What follows belongs to an exercise in optimizing a design on an open flow for small area, a short achievable clock period and few clock cycles per item; a production flow would make more cautious choices. At most, simulation tests tie the RTL to the original design; equivalence was not proved. Only the layout flow was run in run 2; the RTL was not checked for function there. Power figures rest on the tool's default switching activity, not on a simulated workload.

==> flow/design.v (outline; a module is shown in full before it is edited, if it fits) <==
// module product_gen: 1967 lines
// module fa: 4 lines
// module ha: 4 lines
module product_gen
#(
parameter WORD_SIZE=29
)
(
  input wire clk,
  output wire[2*WORD_SIZE-1:0] sum1,
  input wire[WORD_SIZE-1:0] min,
  input wire[WORD_SIZE-1:0] q
);
  // ...
==> flow/flow/run.sh <==
#!/bin/bash
set -uo pipefail
export BUFFER_PORTS_ARGS="-buffer_cell sky130_fd_sc_hd__buf_2"
bash standard.sh > standard.log 2>&1
==> flow/standard.sh <==
#!/bin/bash
# synth_recipe.tcl (not shown) runs the flow's synth.tcl, then flattens the netlist and writes it again
# the make line also repeats each setting of config.mk as NAME=value (left out here)
make -C /OpenROAD-flow-scripts/flow DESIGN_CONFIG=/design/flow/config.mk WORK_HOME=/design/flow/orfs CLKGATE_MAP_FILE= SYNTH_SCRIPT=/design/flow/synth_recipe.tcl "${@:-finish}"
==> flow/config.mk <==
export PLATFORM = sky130hd
export DESIGN_NAME = product_gen
export DESIGN_NICKNAME = product_gen
export VERILOG_FILES = /design/flow/design.v
export SDC_FILE = /design/flow/constraint.sdc
export NUM_CORES = 4
export LEC_CHECK = 0
export CAP_MARGIN = 20
export CORE_MARGIN = 2
export CORE_UTILIZATION = 60
export SETUP_SLACK_MARGIN = 0.3
export SLEW_MARGIN = 20
export SYNTH_HIERARCHICAL = 1
export SYNTH_MINIMUM_KEEP_SIZE = 0
==> flow/constraint.sdc <==
create_clock -name core_clock -period 5.0 [get_ports {clk}]
set_input_delay 1.0000 -clock core_clock [delete_from_list [all_inputs] [get_ports {clk}]]
set_output_delay 1.0000 -clock core_clock [all_outputs]
set_load 0.01 [all_outputs]
==> flow_summary.ini, run 1 <==
[global_routing]
grtUsageMet3_pct = 12.8
grt_pass1_vias = 17900

[timing]
slew-limit-headroom_pct = 43.3
fin_setup_tns_ns = 0
rsz0062_at_grt = true
finalSetupViolCount = 0

[die]
top_level_ports = 117
dieArea_sq_mm = 0.0378

[route]
drt-total-wl_um = 72500

[synth]
synthCells = 2095
synth.top_cell.area_share_pct = 35.1
synth_seq_area_share_pct = 11.3
syn-cell-area_sq_mm = 0.0217
syn_avg_cell_area_sq_um = 10.4
synthMuxAreaShare_pct = 0.0461
synth_most_common_cell = xnor2_1

[setup_path]
end_kind = output port
critical_path.max_fanout = 7
critical_path.max_stage_delay_ns = 0.62
cp_top_family = adder cells
worst-path-stages = 12

[finish]
regArea_sq_mm = 0.00246
final_common_cell = xnor2_1
nClkBuffers = 17
multi_input_area_share_pct = 76.1
drive_gt1_share_pct = 16.3

[cts]
cts_tree = built
cts_buffers = 17
clock_tree.root_cell = clkbuf_16

[pwr]
internal_power_mw = 9.23

[outcome]
status = finished clean

[worst_hold_path]
min_path_cells = 3
Testbench counts, summed over its fixed seeds: cycles 512, items 512.
==> run 2: changes to the inputs <==
--- a/flow/design.v
+++ b/flow/design.v
@@ -1508,342 +1508,586 @@
   ha u_hs1497 (r1419, r1420, hs1497, hc1498);
   wire hs1499, hc1500;
   ha u_hs1499 (r1421, r1422, hs1499, hc1500);
   wire [57:0] fa_x = {hc1498, hc1496, hc1494, hc1492, hc1490, hc1488, hc1486, hc1484, hc1482, hc1480, hc1478, hc1476, hc1474, hc1472, hc1470, hc1468, hs1467, hc1464, hs1463, hc1460, hs1459, hc1456, hs1455, hc1452, hs1451, hc1448, hc1446, hs1445, fc1442, hc1440, hc1438, hc1436, hc1434, hc1432, hc1430, hc1428, hc1426, hc1424, r1339, r1335, r1333, r1331, r1329, r1327, r1325, r1323, r1321, r1319, r1317, r1315, r1313, r1311, r1309, r1307, r1305, r1303, r1302, r1300};
   wire [57:0] fa_y = {hs1499, hs1497, hs1495, hs1493, hs1491, hs1489, hs1487, hs1485, hs1483, hs1481, hs1479, hs1477, hs1475, hs1473, hs1471, hs1469, fc1466, fs1465, fc1462, fs1461, fc1458, fs1457, fc1454, fs1453, fc1450, fs1449, hs1447, fc1444, fs1443, fs1441, hs1439, hs1437, hs1435, hs1433, hs1431, hs1429, hs1427, hs1425, hs1423, r1336, r1334, r1332, r1330, r1328, r1326, r1324, r1322, r1320, r1318, r1316, r1314, r1312, r1310, r1308, r1306, r1304, 1'b0, r1301};
   wire [57:0] ag = fa_x & fa_y;
   wire [57:0] ap = fa_x ^ fa_y;
   wire pg1501 = ag[1] | (ap[1] & ag[0]);
-  wire pg1502 = ag[3] | (ap[3] & ag[2]);
-  wire pp_1503 = ap[3] & ap[2];
-  wire pg1504 = ag[5] | (ap[5] & ag[4]);
-  wire pp_1505 = ap[5] & ap[4];
-  wire pg1506 = ag[7] | (ap[7] & ag[6]);
-  wire pp_1507 = ap[7] & ap[6];
-  wire pg1508 = ag[9] | (ap[9] & ag[8]);
-  wire pp_1509 = ap[9] & ap[8];
-  wire pg1510 = ag[11] | (ap[11] & ag[10]);
-  wire pp_1511 = ap[11] & ap[10];
-  wire pg1512 = ag[13] | (ap[13] & ag[12]);
-  wire pp_1513 = ap[13] & ap[12];
-  wire pg1514 = ag[15] | (ap[15] & ag[14]);
-  wire pp_1515 = ap[15] & ap[14];
-  wire pg1516 = ag[17] | (ap[17] & ag[16]);
-  wire pp_1517 = ap[17] & ap[16];
-  wire pg1518 = ag[19] | (ap[19] & ag[18]);
-  wire pp_1519 = ap[19] & ap[18];
-  wire pg1520 = ag[21] | (ap[21] & ag[20]);
-  wire pp_1521 = ap[21] & ap[20];
-  wire pg1522 = ag[23] | (ap[23] & ag[22]);
-  wire pp_1523 = ap[23] & ap[22];
-  wire pg1524 = ag[25] | (ap[25] & ag[24]);
-  wire pp_1525 = ap[25] & ap[24];
-  wire pg1526 = ag[27] | (ap[27] & ag[26]);
-  wire pp_1527 = ap[27] & ap[26];
-  wire pg1528 = ag[29] | (ap[29] & ag[28]);
-  wire pp_1529 = ap[29] & ap[28];
-  wire pg1530 = ag[31] | (ap[31] & ag[30]);
-  wire pp_1531 = ap[31] & ap[30];
-  wire pg1532 = ag[33] | (ap[33] & ag[32]);
-  wire pp_1533 = ap[33] & ap[32];
-  wire pg1534 = ag[35] | (ap[35] & ag[34]);
-  wire pp_1535 = ap[35] & ap[34];
-  wire pg1536 = ag[37] | (ap[37] & ag[36]);
-  wire pp_1537 = ap[37] & ap[36];
-  wire pg1538 = ag[39] | (ap[39] & ag[38]);
-  wire pp_1539 = ap[39] & ap[38];
-  wire pg1540 = ag[41] | (ap[41] & ag[40]);
-  wire pp_1541 = ap[41] & ap[40];
-  wire pg1542 = ag[43] | (ap[43] & ag[42]);
-  wire pp_1543 = ap[43] & ap[42];
-  wire pg1544 = ag[45] | (ap[45] & ag[44]);
-  wire pp_1545 = ap[45] & ap[44];
-  wire pg1546 = ag[47] | (ap[47] & ag[46]);
-  wire pp_1547 = ap[47] & ap[46];
-  wire pg1548 = ag[49] | (ap[49] & ag[48]);
-  wire pp_1549 = ap[49] & ap[48];
-  wire pg1550 = ag[51] | (ap[51] & ag[50]);
-  wire pp_1551 = ap[51] & ap[50];
-  wire pg1552 = ag[53] | (ap[53] & ag[52]);
-  wire pp_1553 = ap[53] & ap[52];
-  wire pg1554 = ag[55] | (ap[55] & ag[54]);
-  wire pp_1555 = ap[55] & ap[54];
-  wire pg1556 = ag[57] | (ap[57] & ag[56]);
-  wire pp_1557 = ap[57] & ap[56];
-  wire pg1558 = ag[2] | (ap[2] & pg1501);
-  wire pg1559 = pg1502 | (pp_1503 & pg1501);
-  wire pg1560 = ag[6] | (ap[6] & pg1504);
-  wire pp_1561 = ap[6] & pp_1505;
-  wire pg1562 = pg1506 | (pp_1507 & pg1504);
-  wire pp_1563 = pp_1507 & pp_1505;
-  wire pg1564 = ag[10] | (ap[10] & pg1508);
-  wire pp_1565 = ap[10] & pp_1509;
-  wire pg1566 = pg1510 | (pp_1511 & pg1508);
-  wire pp_1567 = pp_1511 & pp_1509;
-  wire pg1568 = ag[14] | (ap[14] & pg1512);
-  wire pp_1569 = ap[14] & pp_1513;
-  wire pg1570 = pg1514 | (pp_1515 & pg1512);
-  wire pp_1571 = pp_1515 & pp_1513;
-  wire pg1572 = ag[18] | (ap[18] & pg1516);
-  wire pp_1573 = ap[18] & pp_1517;
-  wire pg1574 = pg1518 | (pp_1519 & pg1516);
-  wire pp_1575 = pp_1519 & pp_1517;
-  wire pg1576 = ag[22] | (ap[22] & pg1520);
-  wire pp_1577 = ap[22] & pp_1521;
-  wire pg1578 = pg1522 | (pp_1523 & pg1520);
-  wire pp_1579 = pp_1523 & pp_1521;
-  wire pg1580 = ag[26] | (ap[26] & pg1524);
-  wire pp_1581 = ap[26] & pp_1525;
-  wire pg1582 = pg1526 | (pp_1527 & pg1524);
-  wire pp_1583 = pp_1527 & pp_1525;
-  wire pg1584 = ag[30] | (ap[30] & pg1528);
-  wire pp_1585 = ap[30] & pp_1529;
-  wire pg1586 = pg1530 | (pp_1531 & pg1528);
-  wire pp_1587 = pp_1531 & pp_1529;
-  wire pg1588 = ag[34] | (ap[34] & pg1532);
-  wire pp_1589 = ap[34] & pp_1533;
-  wire pg1590 = pg1534 | (pp_1535 & pg1532);
-  wire pp_1591 = pp_1535 & pp_1533;
-  wire pg1592 = ag[38] | (ap[38] & pg1536);
-  wire pp_1593 = ap[38] & pp_1537;
-  wire pg1594 = pg1538 | (pp_1539 & pg1536);
-  wire pp_1595 = pp_1539 & pp_1537;
-  wire pg1596 = ag[42] | (ap[42] & pg1540);
-  wire pp_1597 = ap[42] & pp_1541;
-  wire pg1598 = pg1542 | (pp_1543 & pg1540);
-  wire pp_1599 = pp_1543 & pp_1541;
-  wire pg1600 = ag[46] | (ap[46] & pg1544);
-  wire pp_1601 = ap[46] & pp_1545;
-  wire pg1602 = pg1546 | (pp_1547 & pg1544);
-  wire pp_1603 = pp_1547 & pp_1545;
-  wire pg1604 = ag[50] | (ap[50] & pg1548);
-  wire pp_1605 = ap[50] & pp_1549;
-  wire pg1606 = pg1550 | (pp_1551 & pg1548);
-  wire pp_1607 = pp_1551 & pp_1549;
-  wire pg1608 = ag[54] | (ap[54] & pg1552);
-  wire pp_1609 = ap[54] & pp_1553;
-  wire pg1610 = pg1554 | (pp_1555 & pg1552);
-  wire pp_1611 = pp_1555 & pp_1553;
-  wire pg1612 = ag[4] | (ap[4] & pg1559);
-  wire pg1613 = pg1504 | (pp_1505 & pg1559);
-  wire pg1614 = pg1560 | (pp_1561 & pg1559);
-  wire pg1615 = pg1562 | (pp_1563 & pg1559);
-  wire pg1616 = ag[12] | (ap[12] & pg1566);
-  wire pp_1617 = ap[12] & pp_1567;
-  wire pg1618 = pg1512 | (pp_1513 & pg1566);
-  wire pp_1619 = pp_1513 & pp_1567;
-  wire pg1620 = pg1568 | (pp_1569 & pg1566);
-  wire pp_1621 = pp_1569 & pp_1567;
-  wire pg1622 = pg1570 | (pp_1571 & pg1566);
-  wire pp_1623 = pp_1571 & pp_1567;
-  wire pg1624 = ag[20] | (ap[20] & pg1574);
-  wire pp_1625 = ap[20] & pp_1575;
-  wire pg1626 = pg1520 | (pp_1521 & pg1574);
-  wire pp_1627 = pp_1521 & pp_1575;
-  wire pg1628 = pg1576 | (pp_1577 & pg1574);
-  wire pp_1629 = pp_1577 & pp_1575;
-  wire pg1630 = pg1578 | (pp_1579 & pg1574);
-  wire pp_1631 = pp_1579 & pp_1575;
-  wire pg1632 = ag[28] | (ap[28] & pg1582);
-  wire pp_1633 = ap[28] & pp_1583;
-  wire pg1634 = pg1528 | (pp_1529 & pg1582);
-  wire pp_1635 = pp_1529 & pp_1583;
-  wire pg1636 = pg1584 | (pp_1585 & pg1582);
-  wire pp_1637 = pp_1585 & pp_1583;
-  wire pg1638 = pg1586 | (pp_1587 & pg1582);
-  wire pp_1639 = pp_1587 & pp_1583;
-  wire pg1640 = ag[36] | (ap[36] & pg1590);
-  wire pp_1641 = ap[36] & pp_1591;
-  wire pg1642 = pg1536 | (pp_1537 & pg1590);
-  wire pp_1643 = pp_1537 & pp_1591;
-  wire pg1644 = pg1592 | (pp_1593 & pg1590);
-  wire pp_1645 = pp_1593 & pp_1591;
-  wire pg1646 = pg1594 | (pp_1595 & pg1590);
-  wire pp_1647 = pp_1595 & pp_1591;
-  wire pg1648 = ag[44] | (ap[44] & pg1598);
-  wire pp_1649 = ap[44] & pp_1599;
-  wire pg1650 = pg1544 | (pp_1545 & pg1598);
-  wire pp_1651 = pp_1545 & pp_1599;
-  wire pg1652 = pg1600 | (pp_1601 & pg1598);
-  wire pp_1653 = pp_1601 & pp_1599;
-  wire pg1654 = pg1602 | (pp_1603 & pg1598);
-  wire pp_1655 = pp_1603 & pp_1599;
-  wire pg1656 = ag[52] | (ap[52] & pg1606);
-  wire pp_1657 = ap[52] & pp_1607;
-  wire pg1658 = pg1552 | (pp_1553 & pg1606);
-  wire pp_1659 = pp_1553 & pp_1607;
-  wire pg1660 = pg1608 | (pp_1609 & pg1606);
-  wire pp_1661 = pp_1609 & pp_1607;
-  wire pg1662 = pg1610 | (pp_1611 & pg1606);
-  wire pp_1663 = pp_1611 & pp_1607;
-  wire pg1664 = ag[8] | (ap[8] & pg1615);
-  wire pg1665 = pg1508 | (pp_1509 & pg1615);
-  wire pg1666 = pg1564 | (pp_1565 & pg1615);
-  wire pg1667 = pg1566 | (pp_1567 & pg1615);
-  wire pg1668 = pg1616 | (pp_1617 & pg1615);
-  wire pg1669 = pg1618 | (pp_1619 & pg1615);
-  wire pg1670 = pg1620 | (pp_1621 & pg1615);
-  wire pg1671 = pg1622 | (pp_1623 & pg1615);
-  wire pg1672 = ag[24] | (ap[24] & pg1630);
-  wire pp_1673 = ap[24] & pp_1631;
-  wire pg1674 = pg1524 | (pp_1525 & pg1630);
-  wire pp_1675 = pp_1525 & pp_1631;
-  wire pg1676 = pg1580 | (pp_1581 & pg1630);
-  wire pp_1677 = pp_1581 & pp_1631;
-  wire pg1678 = pg1582 | (pp_1583 & pg1630);
-  wire pp_1679 = pp_1583 & pp_1631;
-  wire pg1680 = pg1632 | (pp_1633 & pg1630);
-  wire pp_1681 = pp_1633 & pp_1631;
-  wire pg1682 = pg1634 | (pp_1635 & pg1630);
-  wire pp_1683 = pp_1635 & pp_1631;
-  wire pg1684 = pg1636 | (pp_1637 & pg1630);
-  wire pp_1685 = pp_1637 & pp_1631;
-  wire pg1686 = pg1638 | (pp_1639 & pg1630);
-  wire pp_1687 = pp_1639 & pp_1631;
-  wire pg1688 = ag[40] | (ap[40] & pg1646);
-  wire pp_1689 = ap[40] & pp_1647;
-  wire pg1690 = pg1540 | (pp_1541 & pg1646);
-  wire pp_1691 = pp_1541 & pp_1647;
-  wire pg1692 = pg1596 | (pp_1597 & pg1646);
-  wire pp_1693 = pp_1597 & pp_1647;
-  wire pg1694 = pg1598 | (pp_1599 & pg1646);
-  wire pp_1695 = pp_1599 & pp_1647;
-  wire pg1696 = pg1648 | (pp_1649 & pg1646);
-  wire pp_1697 = pp_1649 & pp_1647;
-  wire pg1698 = pg1650 | (pp_1651 & pg1646);
-  wire pp_1699 = pp_1651 & pp_1647;
-  wire pg1700 = pg1652 | (pp_1653 & pg1646);
-  wire pp_1701 = pp_1653 & pp_1647;
-  wire pg1702 = pg1654 | (pp_1655 & pg1646);
-  wire pp_1703 = pp_1655 & pp_1647;
-  wire pg1704 = ag[56] | (ap[56] & pg1662);
-  wire pp_1705 = ap[56] & pp_1663;
-  wire pg1706 = pg1556 | (pp_1557 & pg1662);
-  wire pp_1707 = pp_1557 & pp_1663;
-  wire pg1708 = ag[16] | (ap[16] & pg1671);
-  wire pg1709 = pg1516 | (pp_1517 & pg1671);
-  wire pg1710 = pg1572 | (pp_1573 & pg1671);
-  wire pg1711 = pg1574 | (pp_1575 & pg1671);
-  wire pg1712 = pg1624 | (pp_1625 & pg1671);
-  wire pg1713 = pg1626 | (pp_1627 & pg1671);
-  wire pg1714 = pg1628 | (pp_1629 & pg1671);
-  wire pg1715 = pg1630 | (pp_1631 & pg1671);
-  wire pg1716 = pg1672 | (pp_1673 & pg1671);
-  wire pg1717 = pg1674 | (pp_1675 & pg1671);
-  wire pg1718 = pg1676 | (pp_1677 & pg1671);
-  wire pg1719 = pg1678 | (pp_1679 & pg1671);
-  wire pg1720 = pg1680 | (pp_1681 & pg1671);
-  wire pg1721 = pg1682 | (pp_1683 & pg1671);
-  wire pg1722 = pg1684 | (pp_1685 & pg1671);
-  wire pg1723 = pg1686 | (pp_1687 & pg1671);
-  wire pg1724 = ag[48] | (ap[48] & pg1702);
-  wire pp_1725 = ap[48] & pp_1703;
-  wire pg1726 = pg1548 | (pp_1549 & pg1702);
-  wire pp_1727 = pp_1549 & pp_1703;
-  wire pg1728 = pg1604 | (pp_1605 & pg1702);
-  wire pp_1729 = pp_1605 & pp_1703;
-  wire pg1730 = pg1606 | (pp_1607 & pg1702);
-  wire pp_1731 = pp_1607 & pp_1703;
-  wire pg1732 = pg1656 | (pp_1657 & pg1702);
-  wire pp_1733 = pp_1657 & pp_1703;
-  wire pg1734 = pg1658 | (pp_1659 & pg1702);
-  wire pp_1735 = pp_1659 & pp_1703;
-  wire pg1736 = pg1660 | (pp_1661 & pg1702);
-  wire pp_1737 = pp_1661 & pp_1703;
-  wire pg1738 = pg1662 | (pp_1663 & pg1702);
-  wire pp_1739 = pp_1663 & pp_1703;
-  wire pg1740 = pg1704 | (pp_1705 & pg1702);
-  wire pp_1741 = pp_1705 & pp_1703;
-  wire pg1742 = pg1706 | (pp_1707 & pg1702);
-  wire pp_1743 = pp_1707 & pp_1703;
-  wire pg1744 = ag[32] | (ap[32] & pg1723);
-  wire pg1745 = pg1532 | (pp_1533 & pg1723);
-  wire pg1746 = pg1588 | (pp_1589 & pg1723);
-  wire pg1747 = pg1590 | (pp_1591 & pg1723);
-  wire pg1748 = pg1640 | (pp_1641 & pg1723);
-  wire pg1749 = pg1642 | (pp_1643 & pg1723);
-  wire pg1750 = pg1644 | (pp_1645 & pg1723);
-  wire pg1751 = pg1646 | (pp_1647 & pg1723);
-  wire pg1752 = pg1688 | (pp_1689 & pg1723);
-  wire pg1753 = pg1690 | (pp_1691 & pg1723);
-  wire pg1754 = pg1692 | (pp_1693 & pg1723);
-  wire pg1755 = pg1694 | (pp_1695 & pg1723);
-  wire pg1756 = pg1696 | (pp_1697 & pg1723);
-  wire pg1757 = pg1698 | (pp_1699 & pg1723);
-  wire pg1758 = pg1700 | (pp_1701 & pg1723);
-  wire pg1759 = pg1702 | (pp_1703 & pg1723);
-  wire pg1760 = pg1724 | (pp_1725 & pg1723);
-  wire pg1761 = pg1726 | (pp_1727 & pg1723);
-  wire pg1762 = pg1728 | (pp_1729 & pg1723);
-  wire pg1763 = pg1730 | (pp_1731 & pg1723);
-  wire pg1764 = pg1732 | (pp_1733 & pg1723);
-  wire pg1765 = pg1734 | (pp_1735 & pg1723);
-  wire pg1766 = pg1736 | (pp_1737 & pg1723);
-  wire pg1767 = pg1738 | (pp_1739 & pg1723);
-  wire pg1768 = pg1740 | (pp_1741 & pg1723);
-  wire pg1769 = pg1742 | (pp_1743 & pg1723);
+  wire pg1502 = ag[2] | (ap[2] & ag[1]);
+  wire pp_1503 = ap[2] & ap[1];
+  wire pg1504 = ag[3] | (ap[3] & ag[2]);
+  wire pp_1505 = ap[3] & ap[2];
+  wire pg1506 = ag[4] | (ap[4] & ag[3]);
+  wire pp_1507 = ap[4] & ap[3];
+  wire pg1508 = ag[5] | (ap[5] & ag[4]);
+  wire pp_1509 = ap[5] & ap[4];
+  wire pg1510 = ag[6] | (ap[6] & ag[5]);
+  wire pp_1511 = ap[6] & ap[5];
+  wire pg1512 = ag[7] | (ap[7] & ag[6]);
+  wire pp_1513 = ap[7] & ap[6];
+  wire pg1514 = ag[8] | (ap[8] & ag[7]);
+  wire pp_1515 = ap[8] & ap[7];
+  wire pg1516 = ag[9] | (ap[9] & ag[8]);
+  wire pp_1517 = ap[9] & ap[8];
+  wire pg1518 = ag[10] | (ap[10] & ag[9]);
+  wire pp_1519 = ap[10] & ap[9];
+  wire pg1520 = ag[11] | (ap[11] & ag[10]);
+  wire pp_1521 = ap[11] & ap[10];
+  wire pg1522 = ag[12] | (ap[12] & ag[11]);
+  wire pp_1523 = ap[12] & ap[11];
+  wire pg1524 = ag[13] | (ap[13] & ag[12]);
+  wire pp_1525 = ap[13] & ap[12];
+  wire pg1526 = ag[14] | (ap[14] & ag[13]);
+  wire pp_1527 = ap[14] & ap[13];
+  wire pg1528 = ag[15] | (ap[15] & ag[14]);
+  wire pp_1529 = ap[15] & ap[14];
+  wire pg1530 = ag[16] | (ap[16] & ag[15]);
+  wire pp_1531 = ap[16] & ap[15];
+  wire pg1532 = ag[17] | (ap[17] & ag[16]);
+  wire pp_1533 = ap[17] & ap[16];
+  wire pg1534 = ag[18] | (ap[18] & ag[17]);
+  wire pp_1535 = ap[18] & ap[17];
+  wire pg1536 = ag[19] | (ap[19] & ag[18]);
+  wire pp_1537 = ap[19] & ap[18];
+  wire pg1538 = ag[20] | (ap[20] & ag[19]);
+  wire pp_1539 = ap[20] & ap[19];
+  wire pg1540 = ag[21] | (ap[21] & ag[20]);
+  wire pp_1541 = ap[21] & ap[20];
+  wire pg1542 = ag[22] | (ap[22] & ag[21]);
+  wire pp_1543 = ap[22] & ap[21];
+  wire pg1544 = ag[23] | (ap[23] & ag[22]);
+  wire pp_1545 = ap[23] & ap[22];
+  wire pg1546 = ag[24] | (ap[24] & ag[23]);
+  wire pp_1547 = ap[24] & ap[23];
+  wire pg1548 = ag[25] | (ap[25] & ag[24]);
+  wire pp_1549 = ap[25] & ap[24];
+  wire pg1550 = ag[26] | (ap[26] & ag[25]);
+  wire pp_1551 = ap[26] & ap[25];
+  wire pg1552 = ag[27] | (ap[27] & ag[26]);
+  wire pp_1553 = ap[27] & ap[26];
+  wire pg1554 = ag[28] | (ap[28] & ag[27]);
+  wire pp_1555 = ap[28] & ap[27];
+  wire pg1556 = ag[29] | (ap[29] & ag[28]);
+  wire pp_1557 = ap[29] & ap[28];
+  wire pg1558 = ag[30] | (ap[30] & ag[29]);
+  wire pp_1559 = ap[30] & ap[29];
+  wire pg1560 = ag[31] | (ap[31] & ag[30]);
+  wire pp_1561 = ap[31] & ap[30];
+  wire pg1562 = ag[32] | (ap[32] & ag[31]);
+  wire pp_1563 = ap[32] & ap[31];
+  wire pg1564 = ag[33] | (ap[33] & ag[32]);
+  wire pp_1565 = ap[33] & ap[32];
+  wire pg1566 = ag[34] | (ap[34] & ag[33]);
+  wire pp_1567 = ap[34] & ap[33];
+  wire pg1568 = ag[35] | (ap[35] & ag[34]);
+  wire pp_1569 = ap[35] & ap[34];
+  wire pg1570 = ag[36] | (ap[36] & ag[35]);
+  wire pp_1571 = ap[36] & ap[35];
+  wire pg1572 = ag[37] | (ap[37] & ag[36]);
+  wire pp_1573 = ap[37] & ap[36];
+  wire pg1574 = ag[38] | (ap[38] & ag[37]);
+  wire pp_1575 = ap[38] & ap[37];
+  wire pg1576 = ag[39] | (ap[39] & ag[38]);
+  wire pp_1577 = ap[39] & ap[38];
+  wire pg1578 = ag[40] | (ap[40] & ag[39]);
+  wire pp_1579 = ap[40] & ap[39];
+  wire pg1580 = ag[41] | (ap[41] & ag[40]);
+  wire pp_1581 = ap[41] & ap[40];
+  wire pg1582 = ag[42] | (ap[42] & ag[41]);
+  wire pp_1583 = ap[42] & ap[41];
+  wire pg1584 = ag[43] | (ap[43] & ag[42]);
+  wire pp_1585 = ap[43] & ap[42];
+  wire pg1586 = ag[44] | (ap[44] & ag[43]);
+  wire pp_1587 = ap[44] & ap[43];
+  wire pg1588 = ag[45] | (ap[45] & ag[44]);
+  wire pp_1589 = ap[45] & ap[44];
+  wire pg1590 = ag[46] | (ap[46] & ag[45]);
+  wire pp_1591 = ap[46] & ap[45];
+  wire pg1592 = ag[47] | (ap[47] & ag[46]);
+  wire pp_1593 = ap[47] & ap[46];
+  wire pg1594 = ag[48] | (ap[48] & ag[47]);
+  wire pp_1595 = ap[48] & ap[47];
+  wire pg1596 = ag[49] | (ap[49] & ag[48]);
+  wire pp_1597 = ap[49] & ap[48];
+  wire pg1598 = ag[50] | (ap[50] & ag[49]);
+  wire pp_1599 = ap[50] & ap[49];
+  wire pg1600 = ag[51] | (ap[51] & ag[50]);
+  wire pp_1601 = ap[51] & ap[50];
+  wire pg1602 = ag[52] | (ap[52] & ag[51]);
+  wire pp_1603 = ap[52] & ap[51];
+  wire pg1604 = ag[53] | (ap[53] & ag[52]);
+  wire pp_1605 = ap[53] & ap[52];
+  wire pg1606 = ag[54] | (ap[54] & ag[53]);
+  wire pp_1607 = ap[54] & ap[53];
+  wire pg1608 = ag[55] | (ap[55] & ag[54]);
+  wire pp_1609 = ap[55] & ap[54];
+  wire pg1610 = ag[56] | (ap[56] & ag[55]);
+  wire pp_1611 = ap[56] & ap[55];
+  wire pg1612 = ag[57] | (ap[57] & ag[56]);
+  wire pp_1613 = ap[57] & ap[56];
+  wire pg1614 = pg1502 | (pp_1503 & ag[0]);
+  wire pg1615 = pg1504 | (pp_1505 & pg1501);
+  wire pg1616 = pg1506 | (pp_1507 & pg1502);
+  wire pp_1617 = pp_1507 & pp_1503;
+  wire pg1618 = pg1508 | (pp_1509 & pg1504);
+  wire pp_1619 = pp_1509 & pp_1505;
+  wire pg1620 = pg1510 | (pp_1511 & pg1506);
+  wire pp_1621 = pp_1511 & pp_1507;
+  wire pg1622 = pg1512 | (pp_1513 & pg1508);
+  wire pp_1623 = pp_1513 & pp_1509;
+  wire pg1624 = pg1514 | (pp_1515 & pg1510);
+  wire pp_1625 = pp_1515 & pp_1511;
+  wire pg1626 = pg1516 | (pp_1517 & pg1512);
+  wire pp_1627 = pp_1517 & pp_1513;
+  wire pg1628 = pg1518 | (pp_1519 & pg1514);
+  wire pp_1629 = pp_1519 & pp_1515;
+  wire pg1630 = pg1520 | (pp_1521 & pg1516);
+  wire pp_1631 = pp_1521 & pp_1517;
+  wire pg1632 = pg1522 | (pp_1523 & pg1518);
+  wire pp_1633 = pp_1523 & pp_1519;
+  wire pg1634 = pg1524 | (pp_1525 & pg1520);
+  wire pp_1635 = pp_1525 & pp_1521;
+  wire pg1636 = pg1526 | (pp_1527 & pg1522);
+  wire pp_1637 = pp_1527 & pp_1523;
+  wire pg1638 = pg1528 | (pp_1529 & pg1524);
+  wire pp_1639 = pp_1529 & pp_1525;
+  wire pg1640 = pg1530 | (pp_1531 & pg1526);
+  wire pp_1641 = pp_1531 & pp_1527;
+  wire pg1642 = pg1532 | (pp_1533 & pg1528);
+  wire pp_1643 = pp_1533 & pp_1529;
+  wire pg1644 = pg1534 | (pp_1535 & pg1530);
+  wire pp_1645 = pp_1535 & pp_1531;
+  wire pg1646 = pg1536 | (pp_1537 & pg1532);
+  wire pp_1647 = pp_1537 & pp_1533;
+  wire pg1648 = pg1538 | (pp_1539 & pg1534);
+  wire pp_1649 = pp_1539 & pp_1535;
+  wire pg1650 = pg1540 | (pp_1541 & pg1536);
+  wire pp_1651 = pp_1541 & pp_1537;
+  wire pg1652 = pg1542 | (pp_1543 & pg1538);
+  wire pp_1653 = pp_1543 & pp_1539;
+  wire pg1654 = pg1544 | (pp_1545 & pg1540);
+  wire pp_1655 = pp_1545 & pp_1541;
+  wire pg1656 = pg1546 | (pp_1547 & pg1542);
+  wire pp_1657 = pp_1547 & pp_1543;
+  wire pg1658 = pg1548 | (pp_1549 & pg1544);
+  wire pp_1659 = pp_1549 & pp_1545;
+  wire pg1660 = pg1550 | (pp_1551 & pg1546);
+  wire pp_1661 = pp_1551 & pp_1547;
+  wire pg1662 = pg1552 | (pp_1553 & pg1548);
+  wire pp_1663 = pp_1553 & pp_1549;
+  wire pg1664 = pg1554 | (pp_1555 & pg1550);
+  wire pp_1665 = pp_1555 & pp_1551;
+  wire pg1666 = pg1556 | (pp_1557 & pg1552);
+  wire pp_1667 = pp_1557 & pp_1553;
+  wire pg1668 = pg1558 | (pp_1559 & pg1554);
+  wire pp_1669 = pp_1559 & pp_1555;
+  wire pg1670 = pg1560 | (pp_1561 & pg1556);
+  wire pp_1671 = pp_1561 & pp_1557;
+  wire pg1672 = pg1562 | (pp_1563 & pg1558);
+  wire pp_1673 = pp_1563 & pp_1559;
+  wire pg1674 = pg1564 | (pp_1565 & pg1560);
+  wire pp_1675 = pp_1565 & pp_1561;
+  wire pg1676 = pg1566 | (pp_1567 & pg1562);
+  wire pp_1677 = pp_1567 & pp_1563;
+  wire pg1678 = pg1568 | (pp_1569 & pg1564);
+  wire pp_1679 = pp_1569 & pp_1565;
+  wire pg1680 = pg1570 | (pp_1571 & pg1566);
+  wire pp_1681 = pp_1571 & pp_1567;
+  wire pg1682 = pg1572 | (pp_1573 & pg1568);
+  wire pp_1683 = pp_1573 & pp_1569;
+  wire pg1684 = pg1574 | (pp_1575 & pg1570);
+  wire pp_1685 = pp_1575 & pp_1571;
+  wire pg1686 = pg1576 | (pp_1577 & pg1572);
+  wire pp_1687 = pp_1577 & pp_1573;
+  wire pg1688 = pg1578 | (pp_1579 & pg1574);
+  wire pp_1689 = pp_1579 & pp_1575;
+  wire pg1690 = pg1580 | (pp_1581 & pg1576);
+  wire pp_1691 = pp_1581 & pp_1577;
+  wire pg1692 = pg1582 | (pp_1583 & pg1578);
+  wire pp_1693 = pp_1583 & pp_1579;
+  wire pg1694 = pg1584 | (pp_1585 & pg1580);
+  wire pp_1695 = pp_1585 & pp_1581;
+  wire pg1696 = pg1586 | (pp_1587 & pg1582);
+  wire pp_1697 = pp_1587 & pp_1583;
+  wire pg1698 = pg1588 | (pp_1589 & pg1584);
+  wire pp_1699 = pp_1589 & pp_1585;
+  wire pg1700 = pg1590 | (pp_1591 & pg1586);
+  wire pp_1701 = pp_1591 & pp_1587;
+  wire pg1702 = pg1592 | (pp_1593 & pg1588);
+  wire pp_1703 = pp_1593 & pp_1589;
+  wire pg1704 = pg1594 | (pp_1595 & pg1590);
+  wire pp_1705 = pp_1595 & pp_1591;
+  wire pg1706 = pg1596 | (pp_1597 & pg1592);
+  wire pp_1707 = pp_1597 & pp_1593;
+  wire pg1708 = pg1598 | (pp_1599 & pg1594);
+  wire pp_1709 = pp_1599 & pp_1595;
+  wire pg1710 = pg1600 | (pp_1601 & pg1596);
+  wire pp_1711 = pp_1601 & pp_1597;
+  wire pg1712 = pg1602 | (pp_1603 & pg1598);
+  wire pp_1713 = pp_1603 & pp_1599;
+  wire pg1714 = pg1604 | (pp_1605 & pg1600);
+  wire pp_1715 = pp_1605 & pp_1601;
+  wire pg1716 = pg1606 | (pp_1607 & pg1602);
+  wire pp_1717 = pp_1607 & pp_1603;
+  wire pg1718 = pg1608 | (pp_1609 & pg1604);
+  wire pp_1719 = pp_1609 & pp_1605;
+  wire pg1720 = pg1610 | (pp_1611 & pg1606);
+  wire pp_1721 = pp_1611 & pp_1607;
+  wire pg1722 = pg1612 | (pp_1613 & pg1608);
+  wire pp_1723 = pp_1613 & pp_1609;
+  wire pg1724 = pg1616 | (pp_1617 & ag[0]);
+  wire pg1725 = pg1618 | (pp_1619 & pg1501);
+  wire pg1726 = pg1620 | (pp_1621 & pg1614);
+  wire pg1727 = pg1622 | (pp_1623 & pg1615);
+  wire pg1728 = pg1624 | (pp_1625 & pg1616);
+  wire pp_1729 = pp_1625 & pp_1617;
+  wire pg1730 = pg1626 | (pp_1627 & pg1618);
+  wire pp_1731 = pp_1627 & pp_1619;
+  wire pg1732 = pg1628 | (pp_1629 & pg1620);
+  wire pp_1733 = pp_1629 & pp_1621;
+  wire pg1734 = pg1630 | (pp_1631 & pg1622);
+  wire pp_1735 = pp_1631 & pp_1623;
+  wire pg1736 = pg1632 | (pp_1633 & pg1624);
+  wire pp_1737 = pp_1633 & pp_1625;
+  wire pg1738 = pg1634 | (pp_1635 & pg1626);
+  wire pp_1739 = pp_1635 & pp_1627;
+  wire pg1740 = pg1636 | (pp_1637 & pg1628);
+  wire pp_1741 = pp_1637 & pp_1629;
+  wire pg1742 = pg1638 | (pp_1639 & pg1630);
+  wire pp_1743 = pp_1639 & pp_1631;
+  wire pg1744 = pg1640 | (pp_1641 & pg1632);
+  wire pp_1745 = pp_1641 & pp_1633;
+  wire pg1746 = pg1642 | (pp_1643 & pg1634);
+  wire pp_1747 = pp_1643 & pp_1635;
+  wire pg1748 = pg1644 | (pp_1645 & pg1636);
+  wire pp_1749 = pp_1645 & pp_1637;
+  wire pg1750 = pg1646 | (pp_1647 & pg1638);
+  wire pp_1751 = pp_1647 & pp_1639;
+  wire pg1752 = pg1648 | (pp_1649 & pg1640);
+  wire pp_1753 = pp_1649 & pp_1641;
+  wire pg1754 = pg1650 | (pp_1651 & pg1642);
+  wire pp_1755 = pp_1651 & pp_1643;
+  wire pg1756 = pg1652 | (pp_1653 & pg1644);
+  wire pp_1757 = pp_1653 & pp_1645;
+  wire pg1758 = pg1654 | (pp_1655 & pg1646);
+  wire pp_1759 = pp_1655 & pp_1647;
+  wire pg1760 = pg1656 | (pp_1657 & pg1648);
+  wire pp_1761 = pp_1657 & pp_1649;
+  wire pg1762 = pg1658 | (pp_1659 & pg1650);
+  wire pp_1763 = pp_1659 & pp_1651;
+  wire pg1764 = pg1660 | (pp_1661 & pg1652);
+  wire pp_1765 = pp_1661 & pp_1653;
+  wire pg1766 = pg1662 | (pp_1663 & pg1654);
+  wire pp_1767 = pp_1663 & pp_1655;
+  wire pg1768 = pg1664 | (pp_1665 & pg1656);
+  wire pp_1769 = pp_1665 & pp_1657;
+  wire pg1770 = pg1666 | (pp_1667 & pg1658);
+  wire pp_1771 = pp_1667 & pp_1659;
+  wire pg1772 = pg1668 | (pp_1669 & pg1660);
+  wire pp_1773 = pp_1669 & pp_1661;
+  wire pg1774 = pg1670 | (pp_1671 & pg1662);
+  wire pp_1775 = pp_1671 & pp_1663;
+  wire pg1776 = pg1672 | (pp_1673 & pg1664);
+  wire pp_1777 = pp_1673 & pp_1665;
+  wire pg1778 = pg1674 | (pp_1675 & pg1666);
+  wire pp_1779 = pp_1675 & pp_1667;
+  wire pg1780 = pg1676 | (pp_1677 & pg1668);
+  wire pp_1781 = pp_1677 & pp_1669;
+  wire pg1782 = pg1678 | (pp_1679 & pg1670);
+  wire pp_1783 = pp_1679 & pp_1671;
+  wire pg1784 = pg1680 | (pp_1681 & pg1672);
+  wire pp_1785 = pp_1681 & pp_1673;
+  wire pg1786 = pg1682 | (pp_1683 & pg1674);
+  wire pp_1787 = pp_1683 & pp_1675;
+  wire pg1788 = pg1684 | (pp_1685 & pg1676);
+  wire pp_1789 = pp_1685 & pp_1677;
+  wire pg1790 = pg1686 | (pp_1687 & pg1678);
+  wire pp_1791 = pp_1687 & pp_1679;
+  wire pg1792 = pg1688 | (pp_1689 & pg1680);
+  wire pp_1793 = pp_1689 & pp_1681;
+  wire pg1794 = pg1690 | (pp_1691 & pg1682);
+  wire pp_1795 = pp_1691 & pp_1683;
+  wire pg1796 = pg1692 | (pp_1693 & pg1684);
+  wire pp_1797 = pp_1693 & pp_1685;
+  wire pg1798 = pg1694 | (pp_1695 & pg1686);
+  wire pp_1799 = pp_1695 & pp_1687;
+  wire pg1800 = pg1696 | (pp_1697 & pg1688);
+  wire pp_1801 = pp_1697 & pp_1689;
+  wire pg1802 = pg1698 | (pp_1699 & pg1690);
+  wire pp_1803 = pp_1699 & pp_1691;
+  wire pg1804 = pg1700 | (pp_1701 & pg1692);
+  wire pp_1805 = pp_1701 & pp_1693;
+  wire pg1806 = pg1702 | (pp_1703 & pg1694);
+  wire pp_1807 = pp_1703 & pp_1695;
+  wire pg1808 = pg1704 | (pp_1705 & pg1696);
+  wire pp_1809 = pp_1705 & pp_1697;
+  wire pg1810 = pg1706 | (pp_1707 & pg1698);
+  wire pp_1811 = pp_1707 & pp_1699;
+  wire pg1812 = pg1708 | (pp_1709 & pg1700);
+  wire pp_1813 = pp_1709 & pp_1701;
+  wire pg1814 = pg1710 | (pp_1711 & pg1702);
+  wire pp_1815 = pp_1711 & pp_1703;
+  wire pg1816 = pg1712 | (pp_1713 & pg1704);
+  wire pp_1817 = pp_1713 & pp_1705;
+  wire pg1818 = pg1714 | (pp_1715 & pg1706);
+  wire pp_1819 = pp_1715 & pp_1707;
+  wire pg1820 = pg1716 | (pp_1717 & pg1708);
+  wire pp_1821 = pp_1717 & pp_1709;
+  wire pg1822 = pg1718 | (pp_1719 & pg1710);
+  wire pp_1823 = pp_1719 & pp_1711;
+  wire pg1824 = pg1720 | (pp_1721 & pg1712);
+  wire pp_1825 = pp_1721 & pp_1713;
+  wire pg1826 = pg1722 | (pp_1723 & pg1714);
+  wire pp_1827 = pp_1723 & pp_1715;
+  wire pg1828 = pg1728 | (pp_1729 & ag[0]);
+  wire pg1829 = pg1730 | (pp_1731 & pg1501);
+  wire pg1830 = pg1732 | (pp_1733 & pg1614);
+  wire pg1831 = pg1734 | (pp_1735 & pg1615);
+  wire pg1832 = pg1736 | (pp_1737 & pg1724);
+  wire pg1833 = pg1738 | (pp_1739 & pg1725);
+  wire pg1834 = pg1740 | (pp_1741 & pg1726);
+  wire pg1835 = pg1742 | (pp_1743 & pg1727);
+  wire pg1836 = pg1744 | (pp_1745 & pg1728);
+  wire pp_1837 = pp_1745 & pp_1729;
+  wire pg1838 = pg1746 | (pp_1747 & pg1730);
+  wire pp_1839 = pp_1747 & pp_1731;
+  wire pg1840 = pg1748 | (pp_1749 & pg1732);
+  wire pp_1841 = pp_1749 & pp_1733;
+  wire pg1842 = pg1750 | (pp_1751 & pg1734);
+  wire pp_1843 = pp_1751 & pp_1735;
+  wire pg1844 = pg1752 | (pp_1753 & pg1736);
+  wire pp_1845 = pp_1753 & pp_1737;
+  wire pg1846 = pg1754 | (pp_1755 & pg1738);
+  wire pp_1847 = pp_1755 & pp_1739;
+  wire pg1848 = pg1756 | (pp_1757 & pg1740);
+  wire pp_1849 = pp_1757 & pp_1741;
+  wire pg1850 = pg1758 | (pp_1759 & pg1742);
+  wire pp_1851 = pp_1759 & pp_1743;
+  wire pg1852 = pg1760 | (pp_1761 & pg1744);
+  wire pp_1853 = pp_1761 & pp_1745;
+  wire pg1854 = pg1762 | (pp_1763 & pg1746);
+  wire pp_1855 = pp_1763 & pp_1747;
+  wire pg1856 = pg1764 | (pp_1765 & pg1748);
+  wire pp_1857 = pp_1765 & pp_1749;
+  wire pg1858 = pg1766 | (pp_1767 & pg1750);
+  wire pp_1859 = pp_1767 & pp_1751;
+  wire pg1860 = pg1768 | (pp_1769 & pg1752);
+  wire pp_1861 = pp_1769 & pp_1753;
+  wire pg1862 = pg1770 | (pp_1771 & pg1754);
+  wire pp_1863 = pp_1771 & pp_1755;
+  wire pg1864 = pg1772 | (pp_1773 & pg1756);
+  wire pp_1865 = pp_1773 & pp_1757;
+  wire pg1866 = pg1774 | (pp_1775 & pg1758);
+  wire pp_1867 = pp_1775 & pp_1759;
+  wire pg1868 = pg1776 | (pp_1777 & pg1760);
+  wire pp_1869 = pp_1777 & pp_1761;
+  wire pg1870 = pg1778 | (pp_1779 & pg1762);
+  wire pp_1871 = pp_1779 & pp_1763;
+  wire pg1872 = pg1780 | (pp_1781 & pg1764);
+  wire pp_1873 = pp_1781 & pp_1765;
+  wire pg1874 = pg1782 | (pp_1783 & pg1766);
+  wire pp_1875 = pp_1783 & pp_1767;
+  wire pg1876 = pg1784 | (pp_1785 & pg1768);
+  wire pp_1877 = pp_1785 & pp_1769;
+  wire pg1878 = pg1786 | (pp_1787 & pg1770);
+  wire pp_1879 = pp_1787 & pp_1771;
+  wire pg1880 = pg1788 | (pp_1789 & pg1772);
+  wire pp_1881 = pp_1789 & pp_1773;
+  wire pg1882 = pg1790 | (pp_1791 & pg1774);
+  wire pp_1883 = pp_1791 & pp_1775;
+  wire pg1884 = pg1792 | (pp_1793 & pg1776);
+  wire pp_1885 = pp_1793 & pp_1777;
+  wire pg1886 = pg1794 | (pp_1795 & pg1778);
+  wire pp_1887 = pp_1795 & pp_1779;
+  wire pg1888 = pg1796 | (pp_1797 & pg1780);
+  wire pp_1889 = pp_1797 & pp_1781;
+  wire pg1890 = pg1798 | (pp_1799 & pg1782);
+  wire pp_1891 = pp_1799 & pp_1783;
+  wire pg1892 = pg1800 | (pp_1801 & pg1784);
+  wire pp_1893 = pp_1801 & pp_1785;
+  wire pg1894 = pg1802 | (pp_1803 & pg1786);
+  wire pp_1895 = pp_1803 & pp_1787;
+  wire pg1896 = pg1804 | (pp_1805 & pg1788);
+  wire pp_1897 = pp_1805 & pp_1789;
+  wire pg1898 = pg1806 | (pp_1807 & pg1790);
+  wire pp_1899 = pp_1807 & pp_1791;
+  wire pg1900 = pg1808 | (pp_1809 & pg1792);
+  wire pp_1901 = pp_1809 & pp_1793;
+  wire pg1902 = pg1810 | (pp_1811 & pg1794);
+  wire pp_1903 = pp_1811 & pp_1795;
+  wire pg1904 = pg1812 | (pp_1813 & pg1796);
+  wire pp_1905 = pp_1813 & pp_1797;
+  wire pg1906 = pg1814 | (pp_1815 & pg1798);
+  wire pp_1907 = pp_1815 & pp_1799;
+  wire pg1908 = pg1816 | (pp_1817 & pg1800);
+  wire pp_1909 = pp_1817 & pp_1801;
+  wire pg1910 = pg1818 | (pp_1819 & pg1802);
+  wire pp_1911 = pp_1819 & pp_1803;
+  wire pg1912 = pg1820 | (pp_1821 & pg1804);
+  wire pp_1913 = pp_1821 & pp_1805;
+  wire pg1914 = pg1822 | (pp_1823 & pg1806);
+  wire pp_1915 = pp_1823 & pp_1807;
+  wire pg1916 = pg1824 | (pp_1825 & pg1808);
+  wire pp_1917 = pp_1825 & pp_1809;
+  wire pg1918 = pg1826 | (pp_1827 & pg1810);
+  wire pp_1919 = pp_1827 & pp_1811;
+  wire pg1920 = pg1836 | (pp_1837 & ag[0]);
+  wire pg1921 = pg1838 | (pp_1839 & pg1501);
+  wire pg1922 = pg1840 | (pp_1841 & pg1614);
+  wire pg1923 = pg1842 | (pp_1843 & pg1615);
+  wire pg1924 = pg1844 | (pp_1845 & pg1724);
+  wire pg1925 = pg1846 | (pp_1847 & pg1725);
+  wire pg1926 = pg1848 | (pp_1849 & pg1726);
+  wire pg1927 = pg1850 | (pp_1851 & pg1727);
+  wire pg1928 = pg1852 | (pp_1853 & pg1828);
+  wire pg1929 = pg1854 | (pp_1855 & pg1829);
+  wire pg1930 = pg1856 | (pp_1857 & pg1830);
+  wire pg1931 = pg1858 | (pp_1859 & pg1831);
+  wire pg1932 = pg1860 | (pp_1861 & pg1832);
+  wire pg1933 = pg1862 | (pp_1863 & pg1833);
+  wire pg1934 = pg1864 | (pp_1865 & pg1834);
+  wire pg1935 = pg1866 | (pp_1867 & pg1835);
+  wire pg1936 = pg1868 | (pp_1869 & pg1836);
+  wire pp_1937 = pp_1869 & pp_1837;
+  wire pg1938 = pg1870 | (pp_1871 & pg1838);
+  wire pp_1939 = pp_1871 & pp_1839;
+  wire pg1940 = pg1872 | (pp_1873 & pg1840);
+  wire pp_1941 = pp_1873 & pp_1841;
+  wire pg1942 = pg1874 | (pp_1875 & pg1842);
+  wire pp_1943 = pp_1875 & pp_1843;
+  wire pg1944 = pg1876 | (pp_1877 & pg1844);
+  wire pp_1945 = pp_1877 & pp_1845;
+  wire pg1946 = pg1878 | (pp_1879 & pg1846);
+  wire pp_1947 = pp_1879 & pp_1847;
+  wire pg1948 = pg1880 | (pp_1881 & pg1848);
+  wire pp_1949 = pp_1881 & pp_1849;
+  wire pg1950 = pg1882 | (pp_1883 & pg1850);
+  wire pp_1951 = pp_1883 & pp_1851;
+  wire pg1952 = pg1884 | (pp_1885 & pg1852);
+  wire pp_1953 = pp_1885 & pp_1853;
+  wire pg1954 = pg1886 | (pp_1887 & pg1854);
+  wire pp_1955 = pp_1887 & pp_1855;
+  wire pg1956 = pg1888 | (pp_1889 & pg1856);
+  wire pp_1957 = pp_1889 & pp_1857;
+  wire pg1958 = pg1890 | (pp_1891 & pg1858);
+  wire pp_1959 = pp_1891 & pp_1859;
+  wire pg1960 = pg1892 | (pp_1893 & pg1860);
+  wire pp_1961 = pp_1893 & pp_1861;
+  wire pg1962 = pg1894 | (pp_1895 & pg1862);
+  wire pp_1963 = pp_1895 & pp_1863;
+  wire pg1964 = pg1896 | (pp_1897 & pg1864);
+  wire pp_1965 = pp_1897 & pp_1865;
+  wire pg1966 = pg1898 | (pp_1899 & pg1866);
+  wire pp_1967 = pp_1899 & pp_1867;
+  wire pg1968 = pg1900 | (pp_1901 & pg1868);
+  wire pp_1969 = pp_1901 & pp_1869;
+  wire pg1970 = pg1902 | (pp_1903 & pg1870);
+  wire pp_1971 = pp_1903 & pp_1871;
+  wire pg1972 = pg1904 | (pp_1905 & pg1872);
+  wire pp_1973 = pp_1905 & pp_1873;
+  wire pg1974 = pg1906 | (pp_1907 & pg1874);
+  wire pp_1975 = pp_1907 & pp_1875;
+  wire pg1976 = pg1908 | (pp_1909 & pg1876);
+  wire pp_1977 = pp_1909 & pp_1877;
+  wire pg1978 = pg1910 | (pp_1911 & pg1878);
+  wire pp_1979 = pp_1911 & pp_1879;
+  wire pg1980 = pg1912 | (pp_1913 & pg1880);
+  wire pp_1981 = pp_1913 & pp_1881;
+  wire pg1982 = pg1914 | (pp_1915 & pg1882);
+  wire pp_1983 = pp_1915 & pp_1883;
+  wire pg1984 = pg1916 | (pp_1917 & pg1884);
+  wire pp_1985 = pp_1917 & pp_1885;
+  wire pg1986 = pg1918 | (pp_1919 & pg1886);
+  wire pp_1987 = pp_1919 & pp_1887;
+  wire pg1988 = pg1936 | (pp_1937 & ag[0]);
+  wire pg1989 = pg1938 | (pp_1939 & pg1501);
+  wire pg1990 = pg1940 | (pp_1941 & pg1614);
+  wire pg1991 = pg1942 | (pp_1943 & pg1615);
+  wire pg1992 = pg1944 | (pp_1945 & pg1724);
+  wire pg1993 = pg1946 | (pp_1947 & pg1725);
+  wire pg1994 = pg1948 | (pp_1949 & pg1726);
+  wire pg1995 = pg1950 | (pp_1951 & pg1727);
+  wire pg1996 = pg1952 | (pp_1953 & pg1828);
+  wire pg1997 = pg1954 | (pp_1955 & pg1829);
+  wire pg1998 = pg1956 | (pp_1957 & pg1830);
+  wire pg1999 = pg1958 | (pp_1959 & pg1831);
+  wire pg2000 = pg1960 | (pp_1961 & pg1832);
+  wire pg2001 = pg1962 | (pp_1963 & pg1833);
+  wire pg2002 = pg1964 | (pp_1965 & pg1834);
+  wire pg2003 = pg1966 | (pp_1967 & pg1835);
+  wire pg2004 = pg1968 | (pp_1969 & pg1920);
+  wire pg2005 = pg1970 | (pp_1971 & pg1921);
+  wire pg2006 = pg1972 | (pp_1973 & pg1922);
+  wire pg2007 = pg1974 | (pp_1975 & pg1923);
+  wire pg2008 = pg1976 | (pp_1977 & pg1924);
+  wire pg2009 = pg1978 | (pp_1979 & pg1925);
+  wire pg2010 = pg1980 | (pp_1981 & pg1926);
+  wire pg2011 = pg1982 | (pp_1983 & pg1927);
+  wire pg2012 = pg1984 | (pp_1985 & pg1928);
+  wire pg2013 = pg1986 | (pp_1987 & pg1929);
   assign sum1[0] = ap[0];
   assign sum1[1] = ap[1] ^ ag[0];
   assign sum1[2] = ap[2] ^ pg1501;
-  assign sum1[3] = ap[3] ^ pg1558;
-  assign sum1[4] = ap[4] ^ pg1559;
-  assign sum1[5] = ap[5] ^ pg1612;
-  assign sum1[6] = ap[6] ^ pg1613;
-  assign sum1[7] = ap[7] ^ pg1614;
-  assign sum1[8] = ap[8] ^ pg1615;
-  assign sum1[9] = ap[9] ^ pg1664;
-  assign sum1[10] = ap[10] ^ pg1665;
-  assign sum1[11] = ap[11] ^ pg1666;
-  assign sum1[12] = ap[12] ^ pg1667;
-  assign sum1[13] = ap[13] ^ pg1668;
-  assign sum1[14] = ap[14] ^ pg1669;
-  assign sum1[15] = ap[15] ^ pg1670;
-  assign sum1[16] = ap[16] ^ pg1671;
-  assign sum1[17] = ap[17] ^ pg1708;
-  assign sum1[18] = ap[18] ^ pg1709;
-  assign sum1[19] = ap[19] ^ pg1710;
-  assign sum1[20] = ap[20] ^ pg1711;
-  assign sum1[21] = ap[21] ^ pg1712;
-  assign sum1[22] = ap[22] ^ pg1713;
-  assign sum1[23] = ap[23] ^ pg1714;
-  assign sum1[24] = ap[24] ^ pg1715;
-  assign sum1[25] = ap[25] ^ pg1716;
-  assign sum1[26] = ap[26] ^ pg1717;
-  assign sum1[27] = ap[27] ^ pg1718;
-  assign sum1[28] = ap[28] ^ pg1719;
-  assign sum1[29] = ap[29] ^ pg1720;
-  assign sum1[30] = ap[30] ^ pg1721;
-  assign sum1[31] = ap[31] ^ pg1722;
-  assign sum1[32] = ap[32] ^ pg1723;
-  assign sum1[33] = ap[33] ^ pg1744;
-  assign sum1[34] = ap[34] ^ pg1745;
-  assign sum1[35] = ap[35] ^ pg1746;
-  assign sum1[36] = ap[36] ^ pg1747;
-  assign sum1[37] = ap[37] ^ pg1748;
-  assign sum1[38] = ap[38] ^ pg1749;
-  assign sum1[39] = ap[39] ^ pg1750;
-  assign sum1[40] = ap[40] ^ pg1751;
-  assign sum1[41] = ap[41] ^ pg1752;
-  assign sum1[42] = ap[42] ^ pg1753;
-  assign sum1[43] = ap[43] ^ pg1754;
-  assign sum1[44] = ap[44] ^ pg1755;
-  assign sum1[45] = ap[45] ^ pg1756;
-  assign sum1[46] = ap[46] ^ pg1757;
-  assign sum1[47] = ap[47] ^ pg1758;
-  assign sum1[48] = ap[48] ^ pg1759;
-  assign sum1[49] = ap[49] ^ pg1760;
-  assign sum1[50] = ap[50] ^ pg1761;
-  assign sum1[51] = ap[51] ^ pg1762;
-  assign sum1[52] = ap[52] ^ pg1763;
-  assign sum1[53] = ap[53] ^ pg1764;
-  assign sum1[54] = ap[54] ^ pg1765;
-  assign sum1[55] = ap[55] ^ pg1766;
-  assign sum1[56] = ap[56] ^ pg1767;
-  assign sum1[57] = ap[57] ^ pg1768;
+  assign sum1[3] = ap[3] ^ pg1614;
+  assign sum1[4] = ap[4] ^ pg1615;
+  assign sum1[5] = ap[5] ^ pg1724;
+  assign sum1[6] = ap[6] ^ pg1725;
+  assign sum1[7] = ap[7] ^ pg1726;
+  assign sum1[8] = ap[8] ^ pg1727;
+  assign sum1[9] = ap[9] ^ pg1828;
+  assign sum1[10] = ap[10] ^ pg1829;
+  assign sum1[11] = ap[11] ^ pg1830;
+  assign sum1[12] = ap[12] ^ pg1831;
+  assign sum1[13] = ap[13] ^ pg1832;
+  assign sum1[14] = ap[14] ^ pg1833;
+  assign sum1[15] = ap[15] ^ pg1834;
+  assign sum1[16] = ap[16] ^ pg1835;
+  assign sum1[17] = ap[17] ^ pg1920;
+  assign sum1[18] = ap[18] ^ pg1921;
+  assign sum1[19] = ap[19] ^ pg1922;
+  assign sum1[20] = ap[20] ^ pg1923;
+  assign sum1[21] = ap[21] ^ pg1924;
+  assign sum1[22] = ap[22] ^ pg1925;
+  assign sum1[23] = ap[23] ^ pg1926;
+  assign sum1[24] = ap[24] ^ pg1927;
+  assign sum1[25] = ap[25] ^ pg1928;
+  assign sum1[26] = ap[26] ^ pg1929;
+  assign sum1[27] = ap[27] ^ pg1930;
+  assign sum1[28] = ap[28] ^ pg1931;
+  assign sum1[29] = ap[29] ^ pg1932;
+  assign sum1[30] = ap[30] ^ pg1933;
+  assign sum1[31] = ap[31] ^ pg1934;
+  assign sum1[32] = ap[32] ^ pg1935;
+  assign sum1[33] = ap[33] ^ pg1988;
+  assign sum1[34] = ap[34] ^ pg1989;
+  assign sum1[35] = ap[35] ^ pg1990;
+  assign sum1[36] = ap[36] ^ pg1991;
+  assign sum1[37] = ap[37] ^ pg1992;
+  assign sum1[38] = ap[38] ^ pg1993;
+  assign sum1[39] = ap[39] ^ pg1994;
+  assign sum1[40] = ap[40] ^ pg1995;
+  assign sum1[41] = ap[41] ^ pg1996;
+  assign sum1[42] = ap[42] ^ pg1997;
+  assign sum1[43] = ap[43] ^ pg1998;
+  assign sum1[44] = ap[44] ^ pg1999;
+  assign sum1[45] = ap[45] ^ pg2000;
+  assign sum1[46] = ap[46] ^ pg2001;
+  assign sum1[47] = ap[47] ^ pg2002;
+  assign sum1[48] = ap[48] ^ pg2003;
+  assign sum1[49] = ap[49] ^ pg2004;
+  assign sum1[50] = ap[50] ^ pg2005;
+  assign sum1[51] = ap[51] ^ pg2006;
+  assign sum1[52] = ap[52] ^ pg2007;
+  assign sum1[53] = ap[53] ^ pg2008;
+  assign sum1[54] = ap[54] ^ pg2009;
+  assign sum1[55] = ap[55] ^ pg2010;
+  assign sum1[56] = ap[56] ^ pg2011;
+  assign sum1[57] = ap[57] ^ pg2012;
   always @(posedge clk) begin
     r1300 <= bn3;
     r1301 <= pp4;
     r1302 <= pp5;
     r1303 <= pp6;
     r1304 <= hs510;
     r1305 <= hc511;
     r1306 <= hs512;
==> flow/flow/run.sh (replaced) <==
#!/bin/bash
set -uo pipefail
export BUFFER_PORTS_ARGS="-buffer_cell sky130_fd_sc_hd__buf_4"
bash standard.sh > standard.log 2>&1
==> flow_summary.ini, run 2 <==
[cts]
clock_tree.root_cell = clkbuf_16
hold_buffers = 0
cts_buffers = 17
clk_pin_slew_ns = 0.06
h-tree-depth = 4
cts_tree = built
clock_path_buffers = 2
clock_sinks = 123

[synth]
async_flop_share_pct = 0
synth_most_common_cell = xnor2_1
synth_cell_types = 56
synthCells = 2174
synth.top_cell.area_share_pct = 34.0
ys_warn_count = 7
synth_edf_count = 0
syn_avg_cell_area_sq_um = 10.2
yosys-top-cells-area = fa_1 (34%), xnor2_1 (17%), a22oi_1 (12%)
synth.top_cells.by_count = xnor2_1 (442), fa_1 (376), a22oi_1 (365)
synth_seq_area_share_pct = 11.1
yosysTopAreaCell = fa_1
ys_seq_elements = 123
synth_ff_type = dfxtp_1
syn-cell-area_sq_mm = 0.0221

[pwr]
p_seq_share_pct = 9.5
internal_power_mw = 10.4
p_per_area_mw_per_mm2 = 853
p_sw_mw = 10.7
switching_share_pct = 50.8
p_leak_nw = 9.60
pwr-share-clk_pct = 5.6
comb_power_share_pct = 84.9
peakVddDrop_mv = 0.610

[route]
routedWlPerCell_um = 27.6
dr.first_iter.drc_count = 2260
vias_per_cell = 6.76
drtPass1Iterations = 7
drt.antenna.violating_nets = 0
drt-total-wl_um = 75000
dr_total_vias = 18400
drc = 0

[placement]
dpl_cell_area_sq_mm = 0.0239
dpl.hpwl_um = 57500
place.port_buffers = 116
routabilityCongestion = 0.975

[finish]
mostFrequentLayoutCells = xnor2_1 (442), fa_1 (374), a22oi_1 (365)
fill_cells = 2964
final_common_cell = xnor2_1
syn_to_final_growth_pct = 11.5
drive_gt1_share_pct = 15.0
fin_nets = 2798
postLayoutCellArea_sq_mm = 0.0247

[timing]
finalHoldViolCount = 0
min_period_ns = 4.67
max_freq_mhz = 214
finalSetupViolCount = 0
post-route-period-util_pct = 93.4
maxSlewViolCount = 0
tightest_slew_ns = 0.602
fin_setup_tns_ns = 0
slew-limit-headroom_pct = 59.5
rsz0062_at_grt = true

[die]
row_count = 70
top_level_ports = 117
dieArea_sq_mm = 0.0385
initial_core_util_pct = 60.8
die-width_um = 196
core-area_sq_mm = 0.0364
die_y_um = 196

[setup_path]
path_cells = fa_1 > ha_2 > a21oi_4 > o21ai_0 > a211oi_1 > a21oi_1 > a21oi_2 > o21ai_4 > a21oi_2 > o21ai_2 > a221oi_2 > xnor2_1 > buf_4
cp_slowest_cell = fa_1
path_buf_inv = 1
critical_path.max_fanout = 6
cp_common_cell = a21oi_2
critPathLaunchType = flop
required_ns = 4.00
critical_path.max_stage_delay_ns = 0.54
cp_top_family = compound AO/OA/AOI/OAI gates
worstSetupPathType = flop to output port
worstPathArrival_ns = 3.67
end_kind = output port

[global_routing]
overflow = 0
grt_max_degree = 31
track_usage_pct = 39.6
antenna_found_initial = 6
grt_pass1_wl_um = 113000
grt_pass1_vias = 18400

[worst_hold_path]
hp-class = input port to flop

[outcome]
status = finished clean

[flow_run]
max_cap_viol_count = 0
## run 2: cell count changes in the layout (fill, tap and decap cells not counted), moves of 8 or more
cell / before / now
inv_1: 33 / 15
a21oi_1: 35 / 60
o21ai_1: 5 / 17
xor2_1: 24 / 32
a21o_1: 8 / 27
nand2_1: 55 / 85
buf_2: 116 / 0
buf_4: 160 / 250
xnor2_1: 432 / 442
## run 2: cell type report
| type | count | area, sq um | area share (%) |
|---|---|---|---|
| Clock buffer | 17 | 425 | 1.72 |
| Antenna cell | 2 | 5.00 | 0.0203 |
| Timing Repair Buffer | 258 | 2040 | 8.25 |
| Tap cell | 468 | 586 | 2.37 |
| Sequential cell | 123 | 2460 | 9.98 |
| Multi-Input combinational cell | 1806 | 18900 | 76.7 |
| Clock inverter | 15 | 134 | 0.542 |
| Inverter | 28 | 105 | 0.426 |
## run 2: kinds of logic (layout without fill, tap and decap cells)
logic type	Yosys count	after routing	share of synthesized area [%]
buf+inv	259	318	4.39
other cells	1	17	0.0169
fa+ha+maj	505	505	41.3
flops	123	123	11.1
compound gates	617	617	20.1
xor+xnor	474	474	18.7
simple gates	195	195	4.32
## run 2: timing repair
item	in CTS	in global routing
setup endpoints to repair	12	17
hold endpoints to repair	0	0
setup buffers	3	6
gates resized for setup	9	16
gates cloned	0	0
pin swaps	2	7
## run 2: path summary, 6_finish.rpt
check / depth (start not counted) / from / end / slack [ns]
min: 3 / q[0] / r1301 / 0.86
max: 13 / r1356 / sum1[57] / 0.33
## run 2: power by group through the flow
stage	Sequential, mW	Combinational, mW	Clock (mW)
CTS	1.98	17.3	1.20
global placement	1.99	16.7	0
floorplan	1.87	10.7	0
global route	2.03	19.6	1.24
finish	1.99	17.9	1.18
detailed placement	2.00	17.1	0
## run 2: per-module statistics from Yosys (local to each module, per instance)
module / times used / cells
fa: 376 / 1
product_gen: 1 / 1740
ha: 58 / 1
## run 2: per-layer routing
metal | vias up | wire length (um) | GRT usage [%] | share of wire [%]
met1 | 9110 | 29800 | 55.3 | 40
met2 | 1323 | 31300 | 56.9 | 42
met5 | - | 37 | 0 | 0.049
li1 | 7724 | - | - | -
met4 | 6 | 2710 | 13.6 | 3.6
met3 | 197 | 11100 | 14.5 | 15
## run 2: per-stage QoR
step	utilization (%)	hold slack [ns]	setup slack [ns]	instances	power (mW)
finish	67.7	0.861	0.332	2717	21.0
global route	67.7	0.865	0.158	2715	22.9
CTS	67.4	0.838	0.297	2709	20.5
detailed placement	65.7	1.31	0.124	2674	19.1
global placement	65.7	1.31	0.176	2674	18.7
floorplan	-	1.03	0.307	2188	12.6

what the ideal ports hide:
The results above use ideal ports. As a check the final layouts listed here were re-extracted and re-timed, cells and wires unchanged.
Step 1, drivers: a clkbuf_16 drives clk and a buf_2 each remaining input, both assumed.
Step 2 also shifts input and output timing later by t, the mid clock arrival at the registers, as if the neighbouring blocks saw the same clock.
Three values: ideal ports, drivers, drivers and shift; two values: the first two.
run	t (ns)	setup slack, ns	hold slack, ns	worst data-port slew with drivers (ns)	cell pins on the clock port's net
run 1	0.512	0.444 / 0.387 / -0.026	0.840 / 0.801 / 1.313	0.04	1
run 2	0.493	0.332 / 0.273 / -0.002	0.861 / 0.825 / 1.318	0.05	1
With both steps, setup timing fails in run 1 and run 2, where it was met with ideal ports. The setup slack of run 1, which loses most, moves by -0.057 ns with the drivers and by -0.470 ns with both steps.
